Context: an optimization exercise on an open-source flow, tuned for small area. The choices shown serve that exercise and are no tape-out recipe. The RTL was checked by simulation tests, not by an equivalence proof against the original design. Power and IR drop assume default switching activity.

Setup of old:
==> module divClk, before the edit <==
module divClk #(
    parameter W = 14,
    parameter K = 1,
    parameter [W-1:0] SEED = 0,
    parameter [W-1:0] TERM = 0,
    parameter [W-1:0] TMASK = 0
)(
    input clk,
    input rst,
    output reg tick
);
reg [W-1:0] s;
reg ph;
wire term = ((s ^ TERM) & TMASK) == 0;
always @(posedge clk) begin
    if (rst | term) s <= SEED;
    else s <= {~s[W-2:0], s[W-1] ^ s[K-1]};
    if (rst) begin
        ph <= 1'b0;
        tick <= 1'b0;
    end else begin
        tick <= term & ~ph;
        ph <= ph ^ term;
    end
end
endmodule
==> module debouncer, before the edit <==
module debouncer #(
    parameter W = 15,
    parameter K = 14,
    parameter [W-1:0] SEED = 0,
    parameter [W-1:0] TERM = 0,
    parameter [W-1:0] TMASK = 0
)(
    input clk, rst, B,
    output reg db
);
reg run, dly;
reg [W-1:0] s;
wire term = ((s ^ TERM) & TMASK) == 0;
always @(posedge clk)
    s <= run ? {~s[W-2:0], s[W-1] ^ s[K-1]} : SEED;
always @(posedge clk) begin
    if (rst) begin
        run <= 1'b0;
        dly <= 1'b0;
        db <= 1'b0;
    end else if (run) begin
        if (term) begin
            run <= 1'b0;
            dly <= 1'b1;
            db <= 1'b1;
        end
    end else if (dly) begin
        if (B) db <= 1'b0;
        else dly <= 1'b0;
    end else begin
        db <= 1'b0;
        if (B) run <= 1'b1;
    end
end
endmodule
==> module Transmitter, before the edit <==
module Transmitter(
    input clk, rst, tick,
    input stage4,
    input [7:0] lData,
    input LButton,
    input transferButton,
    output reg t,
    output reg [7:0] m0, m1, m2, m3
    );
localparam [3:0] XFER0 = 4'd0, XFER9 = 4'd9, INIT = 4'd11, LOADS = 4'd14, WLOAD = 4'd12,
                 WXFER = 4'd10, S4 = 4'd13;
reg [3:0] st;
reg [1:0] s4c;
reg [8:0] tr;    
wire xfer = (st <= XFER9);
wire [7:0] src = (s4c == 2'd0) ? m3 : (s4c == 2'd1) ? m2 : (s4c == 2'd2) ? m1 : m0;
wire [9:0] frame = {tr, 1'b0};
always @(posedge clk) begin
    if (tick) begin
        if (st == INIT) s4c <= 2'd0;
        else if (st == WXFER && stage4 && s4c != 2'd3) s4c <= s4c + 2'd1;
    end
end
always @(posedge clk) begin
    if (rst) begin
        st <= INIT;
        t <= 1'b1;
        tr <= 0;
        m0 <= 0; m1 <= 0; m2 <= 0; m3 <= 0;
    end else if (tick) begin
        if (xfer) begin
            t <= frame[st];
            st <= (st == XFER9) ? WXFER : st + 4'd1;
        end else case (st)
            INIT: begin
                t <= 1'b1;
                if (LButton && !stage4) begin
                    m0 <= lData;
                    m1 <= m0;
                    m2 <= m1;
                    m3 <= m2;
                    st <= LOADS;
                end
                if (transferButton) st <= stage4 ? S4 : XFER0;
            end
            LOADS: begin    
                tr <= {1'b1, src};
                st <= WLOAD;
            end
            WLOAD: if (!LButton) st <= INIT;
            WXFER: begin
                if (stage4) begin
                    if (s4c != 2'd3) st <= S4;
                    else if (!transferButton) st <= INIT;
                end else if (!transferButton) st <= INIT;
            end
            S4: begin
                tr <= {1'b1, src};
                st <= XFER0;
            end
            default: st <= INIT;
        endcase
    end
end
endmodule
==> module UART3_Ruveyda, before the edit <==
module UART3_Ruveyda#(parameter bitNum=8)(
    input clk,
    input rst,
    input btnU,
    input btnR,
    input btnL,
    input stage4,
    input [bitNum-1:0] data,
    input btnC,  
    input btnD,  
    input R,
    output T,
    output [bitNum-1:0] T_Buf,
    output [bitNum-1:0] R_Buf,
    output [3:0] an,
    output reg [6:0] seg
);
localparam [13:0] BAUD_SEED = 14'd12491, BAUD_TERM = 14'd11869, BAUD_MASK = 14'd14075;
localparam [13:0] DISP_SEED = 14'd7264, DISP_TERM = 14'd2200, DISP_MASK = 14'd12015;
localparam [14:0] DB_SEED = 15'd24982, DB_TERM = 15'd15564, DB_MASK = 15'd32167;
wire dbU, dbR, dbL;
wire baudTick, dispTick;
wire [7:0] mT0, mT1, mT2, mT3, mR0, mR1, mR2, mR3;
debouncer #(15, 1, DB_SEED, DB_TERM, DB_MASK) db1(clk, rst, btnU, dbU);
debouncer #(15, 1, DB_SEED, DB_TERM, DB_MASK) db2(clk, rst, btnR, dbR);
debouncer #(15, 1, DB_SEED, DB_TERM, DB_MASK) db3(clk, rst, btnL, dbL);
divClk #(14, 1, BAUD_SEED, BAUD_TERM, BAUD_MASK) baud(clk, rst, baudTick);
divClk #(14, 1, DISP_SEED, DISP_TERM, DISP_MASK) disp(clk, rst, dispTick);
Transmitter t(clk, rst, baudTick, stage4, data, btnC, btnD, T, mT0, mT1, mT2, mT3);
Receiver r(clk, rst, baudTick, R, mR0, mR1, mR2, mR3);
assign T_Buf = mT0;
assign R_Buf = mR0;
reg isT;
reg [1:0] index;
wire [1:0] re, re_n;
wire [1:0] index_n = rst ? 2'd0 : dbR ? index + 2'd1 : dbL ? index - 2'd1 : dbU ? 2'd0 : index;
always @(posedge clk) begin
    index <= index_n;
    if (rst) isT <= 1'b1;
    else if (dbU) isT <= ~isT;
end
DigitDisplay d(clk, rst, dispTick, re, re_n, an);
reg [7:0] sel;
always @(*) begin
    case ({isT, index_n})
        3'd0: sel = mR0;
        3'd1: sel = mR1;
        3'd2: sel = mR2;
        3'd3: sel = mR3;
        3'd4: sel = mT0;
        3'd5: sel = mT1;
        3'd6: sel = mT2;
        default: sel = mT3;
    endcase
end
reg [3:0] digit_n;
always @(*) begin
    if (rst) digit_n = 4'd0;
    else case (re_n)
        2'd0: digit_n = isT ? 4'hA : 4'hb;
        2'd1: digit_n = {2'b00, index_n};
        2'd2: digit_n = sel[7:4];
        default: digit_n = sel[3:0];
    endcase
end
wire [6:0] seg_n;
SegmentDecoder s(digit_n, seg_n);
always @(posedge clk) seg <= seg_n;
endmodule
export LEC_CHECK = 0
export CAP_MARGIN = 20
export CORE_MARGIN = 2
export CORE_UTILIZATION = 40
export SLEW_MARGIN = 20
create_clock -name core_clock -period 10.0 [get_ports {clk}]
standard.sh (not shown) runs the stock make flow with config.mk's settings and CLKGATE_MAP_FILE= SYNTH_SCRIPT=/design/flow/synth_recipe.tcl, a recipe that flattens the netlist after the stock synthesis.
==> flow/flow/run.sh <==
#!/bin/bash
# Own layout flow: the standard synthesis, then the combinational logic
# between the standard registers is re-mapped by ABC for area (registers, their
# names and cell types are kept); then the standard layout steps, with
# smaller port buffers and a clock tree built from smaller buffers.
set -euo pipefail
W=$(pwd)
R=$W/orfs/results/${FLOW_PLATFORM}/UART3_Ruveyda/base
LIB=$FLOW_HOME/platforms/${FLOW_PLATFORM}/lib/sky130_fd_sc_hd__tt_025C_1v80.lib

bash standard.sh synth > $W/std_synth.log 2>&1

cp $R/1_2_yosys.v $W/std_1_2_yosys.v
cat > $W/resyn.abc <<EOF
strash
dc2
dch -f
amap
EOF
cat > $W/resyn.ys <<EOF
read_liberty -ignore_miss_func $LIB
read_verilog $W/std_1_2_yosys.v
hierarchy -top $FLOW_TOP
setattr -mod -set keep_hierarchy 1 sky130_fd_sc_hd__dfxtp_* sky130_fd_sc_hd__edfxtp_* sky130_fd_sc_hd__conb_1
flatten
opt_clean -purge
abc -liberty $LIB -dont_use sky130_fd_sc_hd__lpflow_* -dont_use sky130_fd_sc_hd__probe* -script $W/resyn.abc $FLOW_TOP
opt_clean -purge
hilomap -singleton -hicell sky130_fd_sc_hd__conb_1 HI -locell sky130_fd_sc_hd__conb_1 LO
splitnets
opt_clean -purge
stat -liberty $LIB $FLOW_TOP
select $FLOW_TOP
write_verilog -noattr -noexpr -nohex -nodec -selected $W/resyn_1_2_yosys.v
EOF
yosys -s $W/resyn.ys > $W/resyn_yosys.log 2>&1
cp $W/resyn_1_2_yosys.v $R/1_2_yosys.v
rm -f $R/1_synth.odb $R/1_synth.sdc

export BUFFER_PORTS_ARGS="-buffer_cell sky130_fd_sc_hd__buf_1"
export CTS_ARGS="-sink_clustering_enable -repair_clock_nets -dont_use_dummy_load -buf_list sky130_fd_sc_hd__clkbuf_8 -root_buf sky130_fd_sc_hd__clkbuf_4"
bash standard.sh > $W/std_layout.log 2>&1
Edits applied to the flow inputs when going from old to new:
--- a/flow/design.v
+++ b/flow/design.v
@@ -16,5 +16,5 @@
 always @(posedge clk) begin
     if (rst | term) s <= SEED;
-    else s <= {~s[W-2:0], s[W-1] ^ s[K-1]};
+    else s <= {s[W-2:0], s[W-1] ^ s[K-1]};
     if (rst) begin
         ph <= 1'b0;
@@ -41,5 +41,5 @@
 wire term = ((s ^ TERM) & TMASK) == 0;
 always @(posedge clk)
-    s <= run ? {~s[W-2:0], s[W-1] ^ s[K-1]} : SEED;
+    s <= run ? {s[W-2:0], s[W-1] ^ s[K-1]} : SEED;
 always @(posedge clk) begin
     if (rst) begin
@@ -119,6 +119,6 @@
     output reg [7:0] m0, m1, m2, m3
     );
-localparam [3:0] XFER0 = 4'd0, XFER9 = 4'd9, INIT = 4'd11, LOADS = 4'd14, WLOAD = 4'd12,
-                 WXFER = 4'd10, S4 = 4'd13;
+localparam [3:0] XFER0 = 4'd0, XFER9 = 4'd9, INIT = 4'd10, LOADS = 4'd11, WLOAD = 4'd12,
+                 WXFER = 4'd13, S4 = 4'd14;
 reg [3:0] st;
 reg [1:0] s4c;
@@ -220,13 +220,13 @@
     output reg [6:0] seg
 );
-localparam [13:0] BAUD_SEED = 14'd12491, BAUD_TERM = 14'd11869, BAUD_MASK = 14'd14075;
-localparam [13:0] DISP_SEED = 14'd7264, DISP_TERM = 14'd2200, DISP_MASK = 14'd12015;
-localparam [14:0] DB_SEED = 15'd24982, DB_TERM = 15'd15564, DB_MASK = 15'd32167;
+localparam [13:0] BAUD_SEED = 14'd226, BAUD_TERM = 14'd276, BAUD_MASK = 14'd16043;
+localparam [13:0] DISP_SEED = 14'd1, DISP_TERM = 14'd405, DISP_MASK = 14'd16383;
+localparam [14:0] DB_SEED = 15'd24964, DB_TERM = 15'd13526, DB_MASK = 15'd28141;
 wire dbU, dbR, dbL;
 wire baudTick, dispTick;
 wire [7:0] mT0, mT1, mT2, mT3, mR0, mR1, mR2, mR3;
-debouncer #(15, 1, DB_SEED, DB_TERM, DB_MASK) db1(clk, rst, btnU, dbU);
-debouncer #(15, 1, DB_SEED, DB_TERM, DB_MASK) db2(clk, rst, btnR, dbR);
-debouncer #(15, 1, DB_SEED, DB_TERM, DB_MASK) db3(clk, rst, btnL, dbL);
+debouncer #(15, 14, DB_SEED, DB_TERM, DB_MASK) db1(clk, rst, btnU, dbU);
+debouncer #(15, 14, DB_SEED, DB_TERM, DB_MASK) db2(clk, rst, btnR, dbR);
+debouncer #(15, 14, DB_SEED, DB_TERM, DB_MASK) db3(clk, rst, btnL, dbL);
 divClk #(14, 1, BAUD_SEED, BAUD_TERM, BAUD_MASK) baud(clk, rst, baudTick);
 divClk #(14, 1, DISP_SEED, DISP_TERM, DISP_MASK) disp(clk, rst, dispTick);
Findings:
old has lower die outline height than new.
Changes observed in new relative to old: achievable clock frequency went down, switching power total moved up, number of cells on the critical path up 4, global-route wire length before repair now sits higher, final hold violation count did not really move.
In new, the relative max-transition margin came out 2.3 points above the value in old.
Compared to old, new leaves more free space in the core.
Of old and new, the higher routed wire length belongs to new.
Compared with old, placement-stage cell area in new increased by a few percent.
Re post-route antenna net violation count: no difference whatsoever between new and old.
Between new and old, it is new whose sequential share of layout area is lower, by 1.2 points.
Compared to old, new has worst setup slack 180 ps lower.
Max worst hold slack across old and new: new

-- re-timing with driven ports --
No port has a modelled driver above. Below, the same layouts with a new extraction and two added sets of constraints. Step 1, drivers: a clkbuf_16 drives clk and a buf_2 each remaining input, both assumed. Step 2 times the ports against the registers' clock, not the clock port: input delays grow and output delays shrink by t, the midpoint of the rising clock arrivals with the driver on. Three values: no drivers, after step 1, after step 2; two values: the first two.
| run | t (ns) | setup slack, ns | hold WS [ns] |
|---|---|---|---|
| old | 0.627 | 4.754 / 4.773 / 4.147 | 0.368 / 0.368 / 0.368 |
| new | 0.630 | 4.570 / 4.581 / 3.951 | 0.409 / 0.409 / 0.409 |
After both steps every run listed still meets setup and hold. For new, which loses most, drivers alone change the setup slack by +0.011 ns; drivers and shift together by -0.619 ns.
